Source: an optimization exercise on an open RTL-to-GDS flow (aim: small area). Production flows keep margins and buffers that such runs may drop.
RTL that was checked went through simulation tests only; none was proved equivalent to the original.
Only the layout flow was run in run 2; the RTL was not checked for function there.
Power and IR drop assume default switching activity.

## flow/design.v

```verilog
module Subtract(
	input wire n_rst,
	input wire clk,
	input wire signed [7:0] A,
	input wire signed [7:0] B,
	output reg signed [8:0] C,
	output reg signed [7:0] D,
	output reg signed [14:0] E,
	output reg signed [7:0] F
);
always@(posedge clk or negedge n_rst) begin
	if(!n_rst) begin
		C <= 9'sd0;
		D <= 8'sd0;
		E <= 15'sd0;
		F <= 8'sd0;
	end
	else begin
		C <= A + B;
		D <= A - B;
		E <= A * B;
		F <= (B == 8'sd0) ? 8'sd0 : A / B;
	end
end
endmodule
```

## flow/config.mk

```make
export PLATFORM = sky130hd
export DESIGN_NAME = Subtract
export DESIGN_NICKNAME = Subtract
export VERILOG_FILES = /design/flow/design.v
export SDC_FILE = /design/flow/constraint.sdc
export NUM_CORES = 4
export LEC_CHECK = 0
export CAP_MARGIN = 20
export CORE_MARGIN = 2
export CORE_UTILIZATION = 35
export PLACE_DENSITY = 0.6
export SLEW_MARGIN = 20
```

## flow/run.sh

```bash
#!/bin/bash
# synth_recipe.tcl (not shown) runs the flow's synth.tcl, then flattens the netlist and writes it again
# the make line also repeats each setting of config.mk as NAME=value (left out here)
make -C /OpenROAD-flow-scripts/flow DESIGN_CONFIG=/design/flow/config.mk WORK_HOME=/design/flow/orfs CLKGATE_MAP_FILE= SYNTH_SCRIPT=/design/flow/synth_recipe.tcl finish
```

## flow/constraint.sdc

```tcl
create_clock -name core_clock -period 16.0 [get_ports {clk}]
set_input_delay 3.2000 -clock core_clock [delete_from_list [all_inputs] [get_ports {clk}]]
set_output_delay 3.2000 -clock core_clock [all_outputs]
set_load 0.01 [all_outputs]
```

==> results of run 1 <==
what timing repair did:
| action | in CTS | in global routing |
|---|---|---|
| setup endpoints to repair | 4 | 8 |
| setup buffers | 0 | 7 |
| resized for setup | 2 | 32 |
| cloned | 0 | 0 |
| pin swaps | 0 | 15 |
state kept, by name, summed over array words and instances (netlist names):
signal and count:
F 8, E 15, D 8, C 8
metal layers:
metal,global-route usage,up-vias,share of wire
met4,0.0509,0,0.016
met3,0.0203,20,0.041
met5,0,-,0
li1,-,2398,-
met2,0.292,127,0.47
met1,0.256,2451,0.48
power breakdown:
group	switching (µW)	leakage, µW	internal [µW]	total [µW]
clock network	44.7	0.0000844	74.5	119
registers	8.38	0.000461	137	145
logic	361	0.00288	337	698
how the worst max path moves through the flow:
stage	endpoint	slack, ns	cells after the start
finish	F[7]	0.60	56
global route	F[5]	-0.05	58
CTS	F[7]	0.11	54
global placement	F[7]	-0.08	55
floorplan	F[4]	0.23	58
detailed placement	F[7]	-0.38	55
area by class of cell:
class                           count  area, µm²  area share
Sequential cell                    39        976       0.133
Timing Repair Buffer               91        831       0.113
Tap cell                          220        275      0.0375
Multi-Input combinational cell    515       4760       0.649
Clock inverter                      3       47.5     0.00648
Clock buffer                        5        125      0.0171
Inverter                           86        323      0.0440
synth_stat cells (all sizes together), types with 2 or more instances:
library cell / count / area (µm²)
o21bai: 5 / 37.5
o31a: 3 / 26.3
nor4b: 2 / 23.8
or3: 12 / 85.1
a21oi: 33 / 165
xnor2: 38 / 333
clkbuf: 15 / 56.3
dfrtp: 39 / 976
o22ai: 2 / 12.5
nand2: 44 / 165
ha: 80 / 1000
o21a: 8 / 60.1
nand2b: 13 / 81.3
a22o: 2 / 17.5
and3: 3 / 23.8
or4b: 2 / 20.0
a211oi: 3 / 22.5
mux2i: 6 / 60.1
o31ai: 11 / 82.6
o211ai: 5 / 37.5
fa: 54 / 1080
o211a: 2 / 20.0
nor2: 39 / 149
a41o: 2 / 20.0
and2: 25 / 156
nor2b: 7 / 43.8
buf: 6 / 33.8
mux2: 6 / 67.6
o21ai: 18 / 90.1
xor2: 17 / 149
or2: 4 / 25.0
a21o: 9 / 67.6
inv: 85 / 319
nor4: 3 / 18.8
nand3: 4 / 20.0
a21boi: 5 / 37.5
nand4: 3 / 18.8
nor3: 11 / 66.3
or4: 3 / 26.3
a31oi: 6 / 37.5
o41ai: 3 / 33.8
a221oi: 3 / 26.3
per-stage QoR:
stage | TNS [ns] | instance area [µm²] | utilization | cells | setup slack [ns]
floorplan | 0 | 5990 | - | 661 | 0.232
global placement | -0.0766 | 6940 | 0.417 | 944 | -0.0766
detailed placement | -1.99 | 6940 | 0.417 | 944 | -0.376
CTS | 0 | 7130 | 0.428 | 952 | 0.112
global route | -0.0953 | 7330 | 0.441 | 959 | -0.0516
finish | 0 | 7330 | 0.441 | 959 | 0.604
kinds of logic after synthesis:
group / after synthesis / share of synthesized area
buf+inv: 107 / 0.0691
mux: 12 / 0.0214
flops: 39 / 0.163
fa+ha+maj: 134 / 0.348
xor+xnor: 55 / 0.0806
simple gates: 183 / 0.166
compound gates: 131 / 0.151
==> results.py, run 1 <==
metrics = {
    "run_status": {
        "run_status": "finished clean",
    },
    "global_route": {
        "grt_overflow": 0,
        "grt_start_max_net_pins": 40,
        "grt_use_total": 0.181,
        "grt_antenna_before_repair": 0,
        "grt_pass1_vias": 5060,
        "wire_length_of_the_first_global_routing_pass_mm": 26.0,
    },
    "clock_network": {
        "h-tree-depth": 2,
        "tritoncts": "built",
        "cts_root_buffer": "clkbuf_16",
        "cts_buffer_depth": 2,
        "number_of_buffers_created_by_cts": 5,
        "cts.reportedPaths.clkPinSlew_ns": 0.07,
        "clock_sink_count": 39,
        "cts_hold_buffers": 0,
    },
    "finish": {
        "mostFrequentLayoutCells": "inv_1, ha_1, clkdlybuf4s50_1, fa_1, nand2_1",
        "design.final.nets": 890,
        "layout-drive-gt1-share": 0.122,
        "area_growth_pct": 22.7,
        "layout.cells.most_common": "inv_1",
        "diodes": 0,
        "fill_count": 1590,
    },
    "route": {
        "number_of_nets_still_failing_antenna_checks_after_routing": 0,
        "initialDrtViolationCount": 367,
        "wl_mm": 15.8,
        "post-route-drc-count": 0,
        "viasPerCell": 5.21,
        "dr_total_vias": 4996,
        "drtPass1Iterations": 5,
        "mean_routed_wirelength_per_cell_um": 16.5,
    },
    "synth": {
        "seq_area_frac_synth": 0.163,
        "mappedNetlistArea_um2": 5980,
        "synth.lib_cells_used.distinct": 72,
        "postSynth.asyncResetShare": 1.00,
        "synth.avg_cell_area_um2": 9.04,
        "post_synth_inst_count": 661,
        "ys_ff_latch": 39,
        "synth-main-ff-cell": "dfrtp_1",
        "synth_nets": 813,
        "synth-edff-count": 0,
        "yosys_warnings": 1,
    },
    "floorplan": {
        "rows": 47,
        "area_of_the_die_um2": 18100,
        "initial_utilization": 0.359,
        "die_w_um": 135,
        "floorplan.core_area_um2": 16600,
        "io_pins": 58,
        "die_height_um": 135,
    },
    "timing": {
        "slew_at_the_pin_closest_to_its_max_slew_limit_ns": 0.863,
        "final-setup-viol-count": 0,
        "finalMaxSlewViolations": 0,
        "headroom_to_the_max_slew_limit": 0.425,
        "final-hold-violation-count": 0,
        "timing.hold.ws_ns": 3.02,
        "timing.final.crit_share": 0.962,
        "finalCriticalPeriod_ns": 15.40,
        "fmax_mhz": 65.0,
    },
    "critical_path": {
        "setup.worst_path.start": "B[0]",
        "worst-path-buf-inv": 7,
        "critPathCaptureType": "flop",
        "worstSetupStartpointType": "input pin",
        "worst_ep_arrival_time_ns": 15.60,
        "worst-endpoint-required_ns": 16.21,
        "path_common_cell": "ha_1",
        "timing.setup.critical_path_class": "in -> reg",
        "cpLargestDelayFamily": "compound AO/OA/AOI/OAI gates",
        "max_stage_delay_ns": 0.51,
        "critical_path.max_fanout": 16,
        "cpMaxStageDelayCell": "or4_1",
    },
    "power_and_ir_drop": {
        "ir_worst_vdd_mv": 0.0638,
        "power_dens_cells_nw_per_um2": 131,
        "total_power_consumption_uw": 962,
        "power.static_leakage_uw": 0.00343,
    },
    "run": {
        "timing.max_cap.violations": 0,
    },
    "worst_hold_path": {
        "hold_path_class": "in -> async",
    },
    "placed_design": {
        "detailed_placement_hpwl_mm": 12.8,
        "finalWeightedCongestion": 0.913,
        "numPortBuffers": 57,
    },
}
==> inputs of run 2 (changes only) <==
==> flow/design.v (replaced) <==
module Subtract(
	input wire n_rst,
	input wire clk,
	input wire signed [7:0] A,
	input wire signed [7:0] B,
	output wire signed [8:0] C,
	output wire signed [7:0] D,
	output wire signed [14:0] E,
	output wire signed [7:0] F
);
reg [7:0] a, b;
always@(posedge clk or negedge n_rst) begin
	if(!n_rst) begin
		a <= 8'd0;
		b <= 8'd0;
	end
	else begin
		a <= A;
		b <= B;
	end
end
assign C = {a[7], a} + {b[7], b};
assign D = a - b;
wire [8:0] b_lo = {b, 1'b0};
wire [8:0] ax = {a[7], a};       
wire [8:0] a2 = {a, 1'b0};       
wire [8:0] p [0:3];              
wire [3:0] ng;                   
genvar k;
generate
	for (k = 0; k < 4; k = k + 1) begin : booth
		wire bh = b_lo[2*k+2], bm = b_lo[2*k+1], bl = b_lo[2*k];
		wire one = bm ^ bl;
		wire two = (bh & ~bm & ~bl) | (~bh & bm & bl);
		assign p[k] = (({9{one}} & ax) | ({9{two}} & a2)) ^ {9{bh}};
		assign ng[k] = bh;
	end
endgenerate
wire [14:0] e1 = {~p[3][8], p[3][7], ~p[2][8], p[2][7], ~p[1][8], p[1][7], ~p[0][8], p[0][7:0]};
wire [14:0] e2 = {2'b01, p[3][6:5], p[2][6:5], p[1][6:0], 1'b0, ng[0]};
wire [14:0] e3 = {4'b0001, p[3][4:3], p[2][4:0], 1'b0, ng[1], 2'b00};
wire [14:0] e4 = {6'b000001, p[3][2:0], 1'b0, ng[2], 4'b0000};
wire [14:0] e5 = {8'b00000010, ng[3], 6'b000000};
assign E = e1 + e2 + e3 + e4 + e5;
wire [7:0] ua = a[7] ? -a : a;
wire [7:0] d = b ^ {8{~b[7]}};
wire cin = ~b[7];
wire [8:1] hd;
assign hd[8] = |b;
genvar j;
generate
	for (j = 7; j >= 1; j = j - 1) begin : hdc
		assign hd[j] = hd[j+1] & d[j];
	end
endgenerate
wire [7:0] q;
wire [7:0] rem [1:8];    
wire [7:0] tt [1:7];     
wire [7:0] ss [1:7];     
assign rem[8] = 8'd0;
genvar i;
generate
	for (i = 7; i >= 1; i = i - 1) begin : step
		localparam K = 8 - i;
		wire [K-1:0] t;
		if (K == 1) begin : first
			assign t = ua[7];
		end else begin : later
			assign t = {rem[i+1][K-2:0], ua[i]};
		end
		wire [K:0] s = {1'b0, t} + {1'b0, d[K-1:0]} + {{K{1'b0}}, cin};
		assign q[i] = s[K] & hd[K];
		assign tt[i] = t;
		assign ss[i] = s[K-1:0];
		assign rem[i] = q[i] ? s[K-1:0] : t;
	end
endgenerate
wire [8:0] last_s = {1'b0, ss[1][6:0], ua[0]} + {1'b0, d} + {8'd0, cin};
wire [8:0] last_t = {1'b0, tt[1][6:0], ua[0]} + {1'b0, d} + {8'd0, cin};
assign q[0] = (q[1] ? last_s[8] : last_t[8]) & hd[8];
assign F = (a[7] ^ b[7]) ? -q : q;
endmodule
==> flow/flow/run.sh (new file) <==
#!/bin/bash
# Standard layout (the standard.sh) with two changes to synthesis:
#  - ABC maps with the area script in flow/abc_area.script
#  - port buffers are buf_1 cells
#  - clock tree: clkbuf_4 buffers, larger sink clusters, no dummy loads
#  - no full/half-adder cell extraction (ADDER_MAP_FILE empty), so ABC maps all logic
# The ORFS scripts are copied unchanged except for abc_area.script.
set -euo pipefail
cp -r "$FLOW_HOME/scripts" ./scripts_mod
cp flow/abc_area.script ./scripts_mod/abc_area.script
bash standard.sh SCRIPTS_DIR="$PWD/scripts_mod" ABC_AREA=1 ADDER_MAP_FILE= BUFFER_PORTS_ARGS="-buffer_cell sky130_fd_sc_hd__buf_1" CTS_ARGS="-sink_clustering_enable -repair_clock_nets -buf_list sky130_fd_sc_hd__clkbuf_4 -dont_use_dummy_load -sink_clustering_size 20 -sink_clustering_max_diameter 200" finish > standard_flow.log 2>&1
==> flow/flow/abc_area.script (new file) <==
strash
&get -n
&deepsyn -T 30
&put
dch -f
amap
topo
stime -c
==> flow/standard.sh (new file) <==
#!/bin/bash
# synth_recipe.tcl (not shown) runs the flow's synth.tcl, then flattens the netlist and writes it again
# the make line also repeats each setting of config.mk as NAME=value (left out here)
make -C /OpenROAD-flow-scripts/flow DESIGN_CONFIG=/design/flow/config.mk WORK_HOME=/design/flow/orfs CLKGATE_MAP_FILE= SYNTH_SCRIPT=/design/flow/synth_recipe.tcl "${@:-finish}"
--- a/flow/config.mk
+++ b/flow/config.mk
@@ -5,8 +5,9 @@
 export SDC_FILE = /design/flow/constraint.sdc
 export NUM_CORES = 4
 export LEC_CHECK = 0
+export ABC_AREA = 1
 export CAP_MARGIN = 20
 export CORE_MARGIN = 2
-export CORE_UTILIZATION = 35
-export PLACE_DENSITY = 0.6
+export CORE_UTILIZATION = 60
+export PLACE_DENSITY = 0.75
 export SLEW_MARGIN = 20
removed: flow/run.sh
==> run 2 against run 1 <==
Net effect: still clean on timing, DRC and antenna; die area is 69% lower; hold slack got worse by 0.043 ns; via count is 14% lower; cell count down 29%; clock power is 82% lower; global-route usage is 15 points higher; critical path type is now reg -> out; largest cell class unchanged; largest power group unchanged; highest routed layer unchanged.
==> results.py, run 2 <==
metrics = {
    "finish": {
        "diodes": 0,
        "design.final.nets": 636,
        "mostFrequentLayoutCells": "nor2_1, nand2_1, o21ai_0, a21oi_1, buf_1",
        "layout.cells.most_common": "nor2_1",
        "fill_count": 481,
        "largest_registers": "a x8, b x8",
        "area_growth_pct": 11.7,
        "layout-drive-gt1-share": 0.0162,
    },
    "timing": {
        "final-hold-violation-count": 0,
        "finalCriticalPeriod_ns": 14.41,
        "rsz_0062_raised_after_global_routing": "no",
        "fmax_mhz": 69.4,
        "fin_setup_tns_ns": 0,
        "final-setup-viol-count": 0,
        "timing.final.crit_share": 0.901,
        "slew_at_the_pin_closest_to_its_max_slew_limit_ns": 0.843,
        "headroom_to_the_max_slew_limit": 0.438,
        "finalMaxSlewViolations": 0,
    },
    "route": {
        "wl_mm": 9.33,
        "drtPass1Iterations": 6,
        "dr_total_vias": 4284,
        "post-route-drc-count": 0,
        "initialDrtViolationCount": 414,
        "viasPerCell": 6.27,
        "mean_routed_wirelength_per_cell_um": 13.7,
        "number_of_nets_still_failing_antenna_checks_after_routing": 0,
    },
    "power_and_ir_drop": {
        "power_dens_cells_nw_per_um2": 80.4,
        "total_power_consumption_uw": 273,
        "ir_worst_vdd_mv": 0.0615,
        "power.static_leakage_uw": 0.00123,
    },
    "critical_path": {
        "max_stage_delay_ns": 0.72,
        "critPathCaptureType": "output pin",
        "timing.setup.critical_path_class": "reg -> out",
        "critical_path.max_fanout": 19,
        "worst_ep_arrival_time_ns": 11.21,
        "worstSetupStartpointType": "flop",
        "cpMaxStageDelayCell": "dfrtp_1",
        "worst-endpoint-required_ns": 12.80,
        "path_common_cell": "nor2_1",
    },
    "synth": {
        "synth_top_cell_by_area": "o21ai_0",
        "synth.avg_cell_area_um2": 5.46,
        "synth-main-ff-cell": "dfrtp_1",
        "yosys_warnings": 1,
        "post_synth_inst_count": 556,
        "dominant_cell_by_count_in_the_synthesized_netlist": "nor2_1",
        "synth_nets": 574,
        "synth.lib_cells_used.distinct": 34,
        "seq_area_frac_synth": 0.132,
        "mappedNetlistArea_um2": 3040,
        "postSynth.asyncResetShare": 1.00,
        "synth_top_cell_area_share": 0.163,
        "ys_ff_latch": 16,
        "synthTopCellsByCount": "nor2_1, nand2_1, o21ai_0, a21oi_1, clkinv_1",
        "synth-edff-count": 0,
        "netlist_top_cells_area": "o21ai_0, dfrtp_1, nor2_1",
    },
    "floorplan": {
        "initial_utilization": 0.631,
        "rows": 25,
        "area_of_the_die_um2": 5650,
        "die_w_um": 75.2,
        "io_pins": 58,
        "die_height_um": 75.2,
        "floorplan.core_area_um2": 4820,
    },
    "global_route": {
        "grt_use_total": 0.331,
        "grt_overflow": 0,
        "grt_antenna_before_repair": 0,
        "grt_start_max_net_pins": 27,
        "grt_pass1_vias": 3473,
        "wire_length_of_the_first_global_routing_pass_mm": 14.8,
    },
    "placed_design": {
        "numPortBuffers": 57,
        "detailed_placement_hpwl_mm": 7.33,
        "finalWeightedCongestion": 0.979,
    },
    "clock_network": {
        "tritoncts": "built",
        "clock_sink_count": 16,
        "cts_root_buffer": "clkbuf_4",
        "postCtsSetupBuffers": 0,
        "cts_buffer_depth": 2,
        "number_of_buffers_created_by_cts": 3,
        "h-tree-depth": 1,
        "cts_hold_buffers": 0,
        "cts.reportedPaths.clkPinSlew_ns": 0.09,
    },
    "run": {
        "timing.max_cap.violations": 0,
    },
    "worst_hold_path": {
        "hold_path_class": "in -> async",
    },
    "run_status": {
        "run_status": "finished clean",
    },
}
## run 2: changes by cell type in the layout (fill, tap and decap cells not counted), sizes merged, moves of 43 or more
cell	delta
inv	-86
o21ai	+81
fa	-54
ha	-80
nor2	+67
clkdlybuf4s50	-55
clkinv	+43
nand2	+55
## run 2: per-stage QoR
stage / setup slack [ns] / instance area (µm²) / util / hold WS [ns] / cells
detailed placement: 1.41 / 3340 / 0.692 / 3.30 / 680
finish: 1.59 / 3390 / 0.704 / 2.98 / 683
CTS: 1.06 / 3360 / 0.697 / 3.00 / 683
global route: 0.222 / 3390 / 0.704 / 2.98 / 683
floorplan: 3.32 / 3040 / - / 2.90 / 556
global placement: 1.82 / 3340 / 0.692 / 3.30 / 680
## run 2: kinds of logic after synthesis
kind of cell / count (synthesis) / synth area share
AND/OR/NAND/NOR: 228 / 0.299
buffers and inverters: 47 / 0.0593
flip-flops: 16 / 0.132
AO/OA/AOI/OAI: 265 / 0.510
## run 2: final cells by class
type,count,area [µm²],share of cell area
multi-input cells,493,2490,0.733
flip-flops and latches,16,400,0.118
repair buffers,58,221,0.0653
inverters,46,176,0.0520
well taps,67,83.8,0.0247
clock buffers,3,22.5,0.00664
## run 2: final timing paths
| check | start | end | slack [ns] | cells past startpoint |
|---|---|---|---|---|
| setup / recovery | b[7] | F[7] | 1.59 | 53 |
| max in group asynchronous | n_rst | a[6] | 12.51 | 1 |
| min in group core_clock | B[6] | b[6] | 2.99 | 1 |
| hold / removal | n_rst | b[2] | 2.98 | 1 |
## run 2: report_power, final
part           leakage [µW]  internal [µW]  total (µW)  switching [µW]
combinational       0.00103           71.6         203             131
sequential         0.000186           42.4        48.2            5.82
clock             0.0000138           8.79        21.5            12.7
total               0.00123            123         273             150
## run 2: per-layer routing
metal	wire [µm]	vias up	GRT usage
li1	-	2152	-
met1	4050	1821	0.446
met2	3880	277	0.532
met3	1110	34	0.0522
met4	297	0	0.133
met5	0	-	0
## run 2: worst max-delay path: cells and delay by family, from the launching register on
kind            cells  cell delay [ns]
simple gates       19             3.11
flops               1             0.72
compound gates     28             5.71
buf+inv             6             1.34
## run 2: what timing repair did
item / in CTS / in global routing
setup endpoints to repair: 0 / 8
endpoints found under the hold margin: 0 / 0
gates resized for setup: 0 / 7
==> inputs of run 3 (changes only) <==
--- a/flow/design.v
+++ b/flow/design.v
@@ -32,8 +32,10 @@
 		wire bh = b_lo[2*k+2], bm = b_lo[2*k+1], bl = b_lo[2*k];
 		wire one = bm ^ bl;
 		wire two = (bh & ~bm & ~bl) | (~bh & bm & bl);
-		assign p[k] = (({9{one}} & ax) | ({9{two}} & a2)) ^ {9{bh}};
-		assign ng[k] = bh;
+		wire neg = bh & ~(bm & bl);
+		wire [9:0] x = {ax, 1'b0} ^ {10{neg}};
+		assign p[k] = ({9{one}} & x[9:1]) | ({9{two}} & x[8:0]);
+		assign ng[k] = neg;
 	end
 endgenerate
 wire [14:0] e1 = {~p[3][8], p[3][7], ~p[2][8], p[2][7], ~p[1][8], p[1][7], ~p[0][8], p[0][7:0]};
==> run 3 against run 2 <==
Net effect: via count increased by 4.7%; critical endpoint unchanged; sequential cell count unchanged; non-clock buffer count unchanged; sequential power increased by 1%; sequential share of layout area increased by 0.19 points; largest cell class unchanged.
==> results.py, run 3 <==
metrics = {
    "run_status": {
        "run_status": "finished clean",
    },
    "power_and_ir_drop": {
        "power_dens_cells_nw_per_um2": 84.8,
        "cellInternalPower_uw": 124,
        "combinationalPowerShare": 0.753,
        "clock_power_share": 0.074,
        "seqPwrFrac": 0.172,
        "power.static_leakage_uw": 0.00119,
        "ir_worst_vdd_mv": 0.0774,
        "switchingPower_uw": 159,
        "power.share.switching": 0.563,
    },
    "timing": {
        "finalMaxSlewViolations": 0,
        "slew_at_the_pin_closest_to_its_max_slew_limit_ns": 0.849,
        "timing.final.crit_share": 0.865,
        "rsz_0062_raised_after_global_routing": "no",
        "final-hold-violation-count": 0,
        "finalCriticalPeriod_ns": 13.85,
        "final-setup-viol-count": 0,
        "headroom_to_the_max_slew_limit": 0.434,
        "fin_setup_tns_ns": 0,
        "fmax_mhz": 72.2,
    },
    "synth": {
        "dominant_cell_by_count_in_the_synthesized_netlist": "nor2_1",
        "ys_ff_latch": 16,
        "postSynth.asyncResetShare": 1.00,
        "seq_area_frac_synth": 0.133,
        "synth_nets": 569,
        "synth_top_cell_area_share": 0.174,
        "synth-main-ff-cell": "dfrtp_1",
        "synth_top_cell_by_area": "nor2_1",
        "post_synth_inst_count": 551,
        "synth-edff-count": 0,
        "synthTopCellsByCount": "nor2_1, a21oi_1, o21ai_0, nand2_1, clkinv_1",
        "mappedNetlistArea_um2": 3020,
        "yosys_warnings": 1,
        "netlist_top_cells_area": "nor2_1, dfrtp_1, a21oi_1",
        "synth.avg_cell_area_um2": 5.48,
        "synth.lib_cells_used.distinct": 33,
    },
    "floorplan": {
        "die_w_um": 75.0,
        "initial_utilization": 0.631,
        "floorplan.core_area_um2": 4790,
        "area_of_the_die_um2": 5620,
        "rows": 25,
        "die_height_um": 75.0,
        "io_pins": 58,
    },
    "clock_network": {
        "cts.reportedPaths.clkPinSlew_ns": 0.09,
        "number_of_buffers_created_by_cts": 3,
        "cts_buffer_depth": 2,
        "clock_sink_count": 16,
        "cts_repair_resize_count": 0,
        "tritoncts": "built",
        "cts_root_buffer": "clkbuf_4",
        "cts_hold_buffers": 0,
        "h-tree-depth": 1,
        "postCtsSetupBuffers": 0,
    },
    "route": {
        "post-route-drc-count": 0,
        "viasPerCell": 6.62,
        "dr_total_vias": 4486,
        "wl_mm": 10.5,
        "number_of_nets_still_failing_antenna_checks_after_routing": 0,
        "initialDrtViolationCount": 701,
        "drtPass1Iterations": 7,
        "mean_routed_wirelength_per_cell_um": 15.4,
    },
    "critical_path": {
        "path_common_cell": "nor2_1",
        "critical_path.max_fanout": 16,
        "setup.worst_path.start": "b[7]",
        "cpMaxStageDelayCell": "o22ai_1",
        "worst_ep_arrival_time_ns": 10.65,
        "max_stage_delay_ns": 0.78,
        "worstSetupStartpointType": "flop",
        "worst-endpoint-required_ns": 12.80,
        "timing.setup.critical_path_class": "reg -> out",
        "critPathCaptureType": "output pin",
    },
    "placed_design": {
        "numPortBuffers": 57,
        "finalWeightedCongestion": 1.03,
        "detailed_placement_hpwl_mm": 8.28,
    },
    "global_route": {
        "wire_length_of_the_first_global_routing_pass_mm": 16.3,
        "grt_use_total": 0.363,
        "grt_overflow": 0,
        "grt_pass1_vias": 3677,
        "grt_antenna_before_repair": 0,
        "grt_start_max_net_pins": 18,
    },
    "finish": {
        "design.final.nets": 631,
        "largest_registers": "a x8, b x8",
        "layout-drive-gt1-share": 0.00655,
        "mostFrequentLayoutCells": "nor2_1, a21oi_1, o21ai_0, nand2_1, clkinv_1",
        "layout.cells.most_common": "nor2_1",
        "area_growth_pct": 10.6,
        "diodes": 0,
        "finish.utilization": 0.698,
    },
    "worst_hold_path": {
        "hold_path_class": "in -> async",
    },
    "run": {
        "timing.max_cap.violations": 0,
    },
}
-- run 3: logic make-up after synthesis --
| kind of cell | count (synthesis) | share of synthesized area |
|---|---|---|
| AO/OA/AOI/OAI | 252 | 0.504 |
| buffers and inverters | 59 | 0.0746 |
| flip-flops | 16 | 0.133 |
| AND/OR/NAND/NOR | 224 | 0.289 |
-- run 3: final timing paths --
kind	to	slack, ns	cells past startpoint
setup / recovery	F[7]	2.15	53
hold / removal	b[2]	2.99	1
max in group asynchronous	a[2]	12.49	1
min in group core_clock	b[3]	3.00	1
-- run 3: critical path, delay by kind of cell (launching register included) --
family                 cells  cell delay (ns)
and+or+nand+nor           24             3.57
AOI/OAI and AO/OA         24             4.94
buffers and inverters      5             1.19
DFF                        1             0.63
-- run 3: layout make-up --
| cell class | count | area [µm²] |
|---|---|---|
| Timing Repair Buffer | 58 | 221 |
| Fill cell | 450 | 1450 |
| Inverter | 58 | 218 |
| Multi-Input combinational cell | 476 | 2390 |
| Tap cell | 67 | 83.8 |
| Clock buffer | 3 | 22.5 |
| Sequential cell | 16 | 400 |
-- run 3: power by group through the flow --
stage                     Clock, µW  Sequential (µW)  Combinational (µW)
after floorplan                   0             47.0                 158
after global placement            0             49.0                 201
after detailed placement          0             49.0                 208
after CTS                      20.8             48.2                 209
after global routing           22.1             48.8                 239
final                          21.1             48.8                 213
-- run 3: layer usage --
metal	global-route usage	up-vias	routed length, µm
met2	0.604	332	4580
met4	0.119	0	382
met1	0.485	1957	4280
met5	0	-	0
li1	-	2141	-
met3	0.0509	56	1220
-- run 3: per-stage QoR --
step	setup slack (ns)	cell area, µm²	hold WS [ns]	power, µW	std cells
detailed placement	2.90	3320	3.30	257	675
global placement	3.38	3320	3.29	250	675
CTS	2.53	3340	3.00	278	678
floorplan	4.49	3020	2.90	205	551
global route	0.988	3340	2.99	310	678
finish	2.15	3340	2.99	283	678
==> inputs of run 4 (changes only) <==
==> flow/flow/run.sh (replaced) <==
#!/bin/bash
# Standard layout (the standard.sh) with these changes:
#  - synthesis: no full/half-adder cell extraction (ADDER_MAP_FILE empty), so
#    ABC maps all logic, with the area script in flow/abc_area.script
#    (deepsyn AIG optimisation, then area mapping)
#  - port buffers are buf_1 cells (every port still gets its own buffer)
#  - clock tree: clkbuf_4 buffers, no dummy loads
# The ORFS scripts are copied unchanged except for abc_area.script.
# standard.sh writes each tool's log under orfs/logs; its own output goes to
# standard_flow.log.
set -euo pipefail
cp -r "$FLOW_HOME/scripts" ./scripts_mod
cp flow/abc_area.script ./scripts_mod/abc_area.script
bash standard.sh SCRIPTS_DIR="$PWD/scripts_mod" ABC_AREA=1 ADDER_MAP_FILE= BUFFER_PORTS_ARGS="-buffer_cell sky130_fd_sc_hd__buf_1" CTS_ARGS="-sink_clustering_enable -repair_clock_nets -buf_list sky130_fd_sc_hd__clkbuf_4 -dont_use_dummy_load -sink_clustering_size 20 -sink_clustering_max_diameter 200" finish > standard_flow.log 2>&1
==> run 4 against run 3 <==
Net effect: sequential share of layout area unchanged; clock-buffer cell count unchanged; critical path depth unchanged; sequential cell count unchanged; via count unchanged; non-clock buffer count unchanged; largest cell class unchanged.
==> results.py, run 4 <==
metrics = {
    "finish": {
        "layout.cells.most_common": "nor2_1",
        "mostFrequentLayoutCells": "nor2_1, a21oi_1, o21ai_0, nand2_1, clkinv_1",
        "diodes": 0,
        "largest_registers": "a x8, b x8",
        "design.final.nets": 631,
        "layout-drive-gt1-share": 0.00655,
        "area_growth_pct": 10.6,
    },
    "run": {
        "timing.max_cap.violations": 0,
    },
    "synth": {
        "dominant_cell_by_count_in_the_synthesized_netlist": "nor2_1",
        "synth.lib_cells_used.distinct": 33,
        "post_synth_inst_count": 551,
        "synth-edff-count": 0,
        "synth_nets": 569,
        "synth_top_cell_by_area": "nor2_1",
        "synth.avg_cell_area_um2": 5.48,
        "yosys_warnings": 1,
        "mappedNetlistArea_um2": 3020,
        "synth-main-ff-cell": "dfrtp_1",
        "seq_area_frac_synth": 0.133,
        "ys_ff_latch": 16,
        "synth_top_cell_area_share": 0.174,
        "synthTopCellsByCount": "nor2_1, a21oi_1, o21ai_0, nand2_1, clkinv_1",
        "netlist_top_cells_area": "nor2_1, dfrtp_1, a21oi_1",
        "postSynth.asyncResetShare": 1.00,
    },
    "floorplan": {
        "area_of_the_die_um2": 5620,
        "initial_utilization": 0.631,
        "rows": 25,
        "die_height_um": 75.0,
        "floorplan.core_area_um2": 4790,
        "die_w_um": 75.0,
        "io_pins": 58,
    },
    "global_route": {
        "top_usage_layer": "met2",
        "grt_antenna_before_repair": 0,
        "met1_demand_to_capacity_share_in_global_routing": 0.485,
        "grt_pass1_vias": 3677,
        "grt_start_max_net_pins": 18,
        "grt_use_met3": 0.0509,
        "grt_use_total": 0.363,
        "wire_length_of_the_first_global_routing_pass_mm": 16.3,
        "grt_overflow": 0,
        "groute.layer.met2.usage": 0.604,
    },
    "clock_network": {
        "postCtsSetupBuffers": 0,
        "clock_sink_count": 16,
        "cts_hold_buffers": 0,
        "cts_repair_resize_count": 0,
        "cts.reportedPaths.clkPinSlew_ns": 0.09,
        "tritoncts": "built",
        "cts_root_buffer": "clkbuf_4",
        "cts_buffer_depth": 2,
        "number_of_buffers_created_by_cts": 3,
        "h-tree-depth": 1,
    },
    "timing": {
        "fmax_mhz": 72.2,
        "final-hold-violation-count": 0,
        "finalMaxSlewViolations": 0,
        "finalCriticalPeriod_ns": 13.85,
        "timing.final.crit_share": 0.865,
        "slew_at_the_pin_closest_to_its_max_slew_limit_ns": 0.849,
        "setup_ws_ns": 2.15,
        "fin_setup_tns_ns": 0,
        "final-setup-viol-count": 0,
        "headroom_to_the_max_slew_limit": 0.434,
        "rsz_0062_raised_after_global_routing": "no",
    },
    "run_status": {
        "run_status": "finished clean",
    },
    "worst_hold_path": {
        "hold_path_class": "in -> async",
    },
    "route": {
        "number_of_nets_still_failing_antenna_checks_after_routing": 0,
        "initialDrtViolationCount": 701,
        "wl_mm": 10.5,
        "mean_routed_wirelength_per_cell_um": 15.4,
        "drtPass1Iterations": 7,
        "dr_total_vias": 4486,
        "post-route-drc-count": 0,
        "viasPerCell": 6.62,
    },
    "power_and_ir_drop": {
        "switchingPower_uw": 159,
        "clock_power_share": 0.074,
        "ir_worst_vdd_mv": 0.0774,
        "power.static_leakage_uw": 0.00119,
        "power.share.switching": 0.563,
        "combinationalPowerShare": 0.753,
        "seqPwrFrac": 0.172,
        "power_dens_cells_nw_per_um2": 84.8,
        "cellInternalPower_uw": 124,
    },
    "placed_design": {
        "finalWeightedCongestion": 1.03,
        "place_worst_setup_slack_ns": 2.90,
        "numPortBuffers": 57,
        "detailed_placement_hpwl_mm": 8.28,
    },
    "critical_path": {
        "worstSetupStartpointType": "flop",
        "cpMaxStageDelayCell": "o22ai_1",
        "path_common_cell": "nor2_1",
        "max_stage_delay_ns": 0.78,
        "worst-endpoint-required_ns": 12.80,
        "worst_ep_arrival_time_ns": 10.65,
        "timing.setup.critical_path_class": "reg -> out",
        "critPathCaptureType": "output pin",
        "critical_path.max_fanout": 16,
    },
}
==> run 4: power by group through the flow <==
stage	clock network [µW]	logic (µW)	registers, µW
after floorplan	0	158	47.0
after global placement	0	201	49.0
after detailed placement	0	208	49.0
after CTS	20.8	209	48.2
after global routing	22.1	239	48.8
final	21.1	213	48.8
==> run 4: final cells by class <==
class / count / area, µm²
Multi-Input combinational cell: 476 / 2390
Clock buffer: 3 / 22.5
Sequential cell: 16 / 400
Timing Repair Buffer: 58 / 221
Inverter: 58 / 218
Tap cell: 67 / 83.8
Fill cell: 450 / 1450
==> run 4: path summary, 6_finish.rpt <==
| check | end | depth (start not counted) | from | slack, ns |
|---|---|---|---|---|
| setup / recovery | F[7] | 53 | b[7] | 2.15 |
| hold / removal | b[2] | 1 | n_rst | 2.99 |
| max in group asynchronous | a[2] | 1 | n_rst | 12.49 |
| min in group core_clock | b[3] | 1 | B[3] | 3.00 |
==> run 4: per-stage QoR <==
step                      total power [µW]   util  std cells  hold WS [ns]  instance area, µm²
after CTS                              278  0.698        678          3.00                3340
after global placement                 250  0.693        675          3.29                3320
final                                  283  0.698        678          2.99                3340
after detailed placement               257  0.693        675          3.30                3320
after global routing                   310  0.698        678          2.99                3340
after floorplan                        205      -        551          2.90                3020
==> run 4: worst max-delay path, delay by kind of cell, from the launching register on <==
| family | cells | cell delay [ns] |
|---|---|---|
| AND/OR/NAND/NOR | 24 | 3.57 |
| buffers and inverters | 5 | 1.19 |
| flip-flops | 1 | 0.63 |
| AO/OA/AOI/OAI | 24 | 4.94 |
==> run 4: layer usage <==
layer,vias up,part of all wire
met5,-,0
met1,1957,0.41
met4,0,0.037
li1,2141,-
met2,332,0.44
met3,56,0.12
==> run 4: kinds of logic after synthesis <==
group	Yosys count	synth area share
DFF	16	0.133
AOI/OAI and AO/OA	252	0.504
and+or+nand+nor	224	0.289
buffers and inverters	59	0.0746

what the ideal ports hide:
The flow's constraints put no driver on any port. The routed layouts listed below were extracted and timed again, unchanged, in two steps.
Step 1, drivers: a clkbuf_16 drives clk and a buf_2 each remaining input, both assumed.
Step 2 times the ports against the registers' clock, not the clock port: input delays grow and output delays shrink by t, the midpoint of the rising clock arrivals with the driver on.
a / b / c = ideal ports / drivers / drivers and shift; a / b = the first two.
run | shift t [ns] | setup WS [ns] | worst setup path at the end
run 1 | 0.325 | 0.604 / 0.616 / 0.291 | input to register
run 2 | 0.316 | 1.591 / 1.569 / 1.885 | register to output
run 3 | 0.303 | 2.153 / 2.135 / 2.438 | register to output
run 4 | 0.303 | 2.153 / 2.135 / 2.438 | register to output
After both steps setup and hold are still met in every run listed. For run 1, which loses most, drivers alone change the setup slack by +0.012 ns; drivers and shift together by -0.313 ns.
